From an optimization exercise on the open Yosys and OpenROAD flow, aimed at small area; shortcuts taken in it are not production practice.
Only simulation tests tie the RTL to the original design; equivalence was not proved.
No activity file was given, so power comes from the tool's default toggle rates.

maple:
// timer_top
module timer_top (
	input  wire sys_clk,
	input  wire sys_rst_n,
	input  wire tim_psel,
	input  wire tim_penable,
	input  wire tim_pwrite,
	input  wire [11:0] tim_paddr,
	input  wire [31:0] tim_pwdata,
	input  wire [3:0]  tim_pstrb,
	output wire [31:0] tim_prdata,
	output wire tim_pslverr,
	output wire tim_pready,
	output wire tim_int,
	input  wire dbg_mode
);
Size: about 150 flip-flops, roughly 89 I/O pins, about 8500 um2 of cells after synthesis.
export LEC_CHECK = 0
export CAP_MARGIN = 20
export CORE_MARGIN = 2
export CORE_UTILIZATION = 40
export PLACE_DENSITY = 0.6
export SLEW_MARGIN = 20
create_clock -name core_clock -period 6.5 [get_ports {sys_clk}]
standard.sh (not shown) runs the stock make flow with config.mk's settings and CLKGATE_MAP_FILE= SYNTH_SCRIPT=/design/flow/synth_recipe.tcl, a recipe that flattens the netlist after the stock synthesis.
==> flow/flow/run.sh <==
#!/bin/bash
# Standard ORFS layout (standard.sh) with these changes:
#  - synthesis maps with flow/abc_map.script, an area-oriented ABC script, in place
#    of ORFS's speed script (same synthesis script otherwise, same registers)
#  - the port buffers that global placement inserts are buf_1 cells
#  - CTS inserts no dummy loads and uses the buffers named in CTS_BUFS
set -euo pipefail
W=$PWD
CTS_BUFS="-buf_list sky130_fd_sc_hd__clkbuf_8 -sink_buffer_max_cap_derate 0.05"
rm -rf "$W/scripts"
cp -r "$FLOW_HOME/scripts" "$W/scripts"
cp "$W/flow/abc_map.script" "$W/scripts/abc_speed.script"
bash standard.sh SCRIPTS_DIR="$W/scripts" synth > synth.log 2>&1
export BUFFER_PORTS_ARGS="-buffer_cell sky130_fd_sc_hd__buf_1"
export CTS_ARGS="-sink_clustering_enable -repair_clock_nets -dont_use_dummy_load $CTS_BUFS"
bash standard.sh finish > layout.log 2>&1
==> flow/flow/abc_map.script <==
&get -n
&st
&dc2
&syn2
&dc2
&dch -f
&nf -R 1000 -p
&put
topo
stime -c
The inputs of violet differ from those of maple as listed below.
diff --git a/flow/flow/run.sh b/flow/flow/run.sh
--- a/flow/flow/run.sh
+++ b/flow/flow/run.sh
@@ -9 +9 @@
-CTS_BUFS="-buf_list sky130_fd_sc_hd__clkbuf_8 -sink_buffer_max_cap_derate 0.05"
+CTS_BUFS="-buf_list \"sky130_fd_sc_hd__clkbuf_2 sky130_fd_sc_hd__clkbuf_4 sky130_fd_sc_hd__clkbuf_8\""
### Flow results
- Die area across violet and maple: no real change.
- Comparing maple against violet, there is no change at all in number of sinks driven by the clock tree.
- Compared violet against maple; clock distribution area overhead in the final layout within noise.
- In terms of worst hold slack, maple and violet differ only marginally.
- Async set-reset flop share out of synthesis: violet vs maple identical
- Re clock-buffer cell count: no difference whatsoever between maple and violet.
- violet and maple ended up with roughly the same worst setup slack.
- Diff maple..violet | total power | negligible
- Re met1 wire length: no difference whatsoever between violet and maple.
- Comparing violet against maple, there is no change at all in fmax.
- Diff violet..maple | overall fraction of global-route tracks in use | unchanged
Input changes introduced in lagoon (baseline for comparison: violet):
diff --git a/flow/flow/run.sh b/flow/flow/run.sh
--- a/flow/flow/run.sh
+++ b/flow/flow/run.sh
@@ -9 +9 @@
-CTS_BUFS="-buf_list \"sky130_fd_sc_hd__clkbuf_2 sky130_fd_sc_hd__clkbuf_4 sky130_fd_sc_hd__clkbuf_8\""
+CTS_BUFS="-buf_list sky130_fd_sc_hd__clkbuf_8"
Results
In terms of final cell count, violet and lagoon differ only marginally. Met2 usage in global routing came out exactly the same in violet and lagoon. Minimum clock period: violet vs lagoon identical. Comparing violet against lagoon, there is no change at all in routed length on met3. From lagoon to violet, horizontal die dimension did not move at all. [compare] base=violet new=lagoon: all-layer global routing usage barely changed, setup slack shows no meaningful change. Comparing violet against lagoon, there is no change at all in detailed-router iteration count before antenna repair. Diff lagoon..violet | DRC violation count after routing | unchanged. Wire length: violet vs lagoon — no meaningful difference. As far as detailed placement HPWL goes, lagoon and violet are indistinguishable; the numbers are identical.
Here is what was changed in the inputs of yarrow compared with lagoon.
- a change of SLEW_MARGIN from 20 to 0
- a change of CAP_MARGIN from 20 to 0
Notes after the runs:
yarrow vs. lagoon: multi-input logic portion of the cell area stayed essentially flat, wire length after detailed routing stayed essentially flat. Comparing yarrow with lagoon, the final-layout worst hold slack came out essentially unchanged. Area overhead of the layout relative to synthesis of lagoon is on par with yarrow. Worst clock skew: yarrow vs lagoon, no meaningful difference. yarrow reports its endpoint of the most critical setup path as r[47]$_DFF_PN0_ while lagoon reports r[40]$_DFF_PN0_. Between lagoon and yarrow, the post-route total power does not differ in any meaningful way.
What xenon does differently from yarrow at the input level:
- changing SLEW_MARGIN from 0 to 20
- changing CAP_MARGIN from 0 to 20
==> flow/flow/abc_map.script <==
&get -n
&st
&syn2
&dch -f
&nf -R 1000 -p
&put
topo
stime -c
Total power draw improves in xenon relative to yarrow.
yarrow → xenon: sequential share of layout area decreased 0.89 points, worst path setup slack after routing decreased 0.18 ns.

==> static timing again, ports no longer ideal <==
How much do the figures lean on ideal ports? The routed layouts below were timed once more, with nothing changed but the port constraints.
Step 1, drivers: a clkbuf_16 drives sys_clk and a buf_2 each remaining input, both assumed.
Step 2 moves the port delays by t, midway between the first and last clock arrival at a register: inputs arrive t later, outputs are due t later. That takes back most of the time a late clock gives input paths.
a / b / c = ideal / step 1 / step 2; a / b = the first two.
| run | shift t [ns] | setup WS [ns] | hold WS [ns] | worst data-port slew with drivers (ns) |
|---|---|---|---|---|
| maple | 0.499 | 0.643 / 0.643 / 0.643 | 0.524 / 0.524 / 0.524 | 0.04 |
| violet | 0.499 | 0.643 / 0.643 / 0.643 | 0.524 / 0.524 / 0.524 | 0.04 |
| lagoon | 0.499 | 0.643 / 0.643 / 0.643 | 0.524 / 0.524 / 0.524 | 0.04 |
| yarrow | 0.496 | 0.614 / 0.614 / 0.614 | 0.526 / 0.526 / 0.526 | 0.04 |
| xenon | 0.492 | 0.435 / 0.435 / 0.435 | 0.515 / 0.515 / 0.515 | 0.04 |
After both steps every run listed still meets setup and hold.
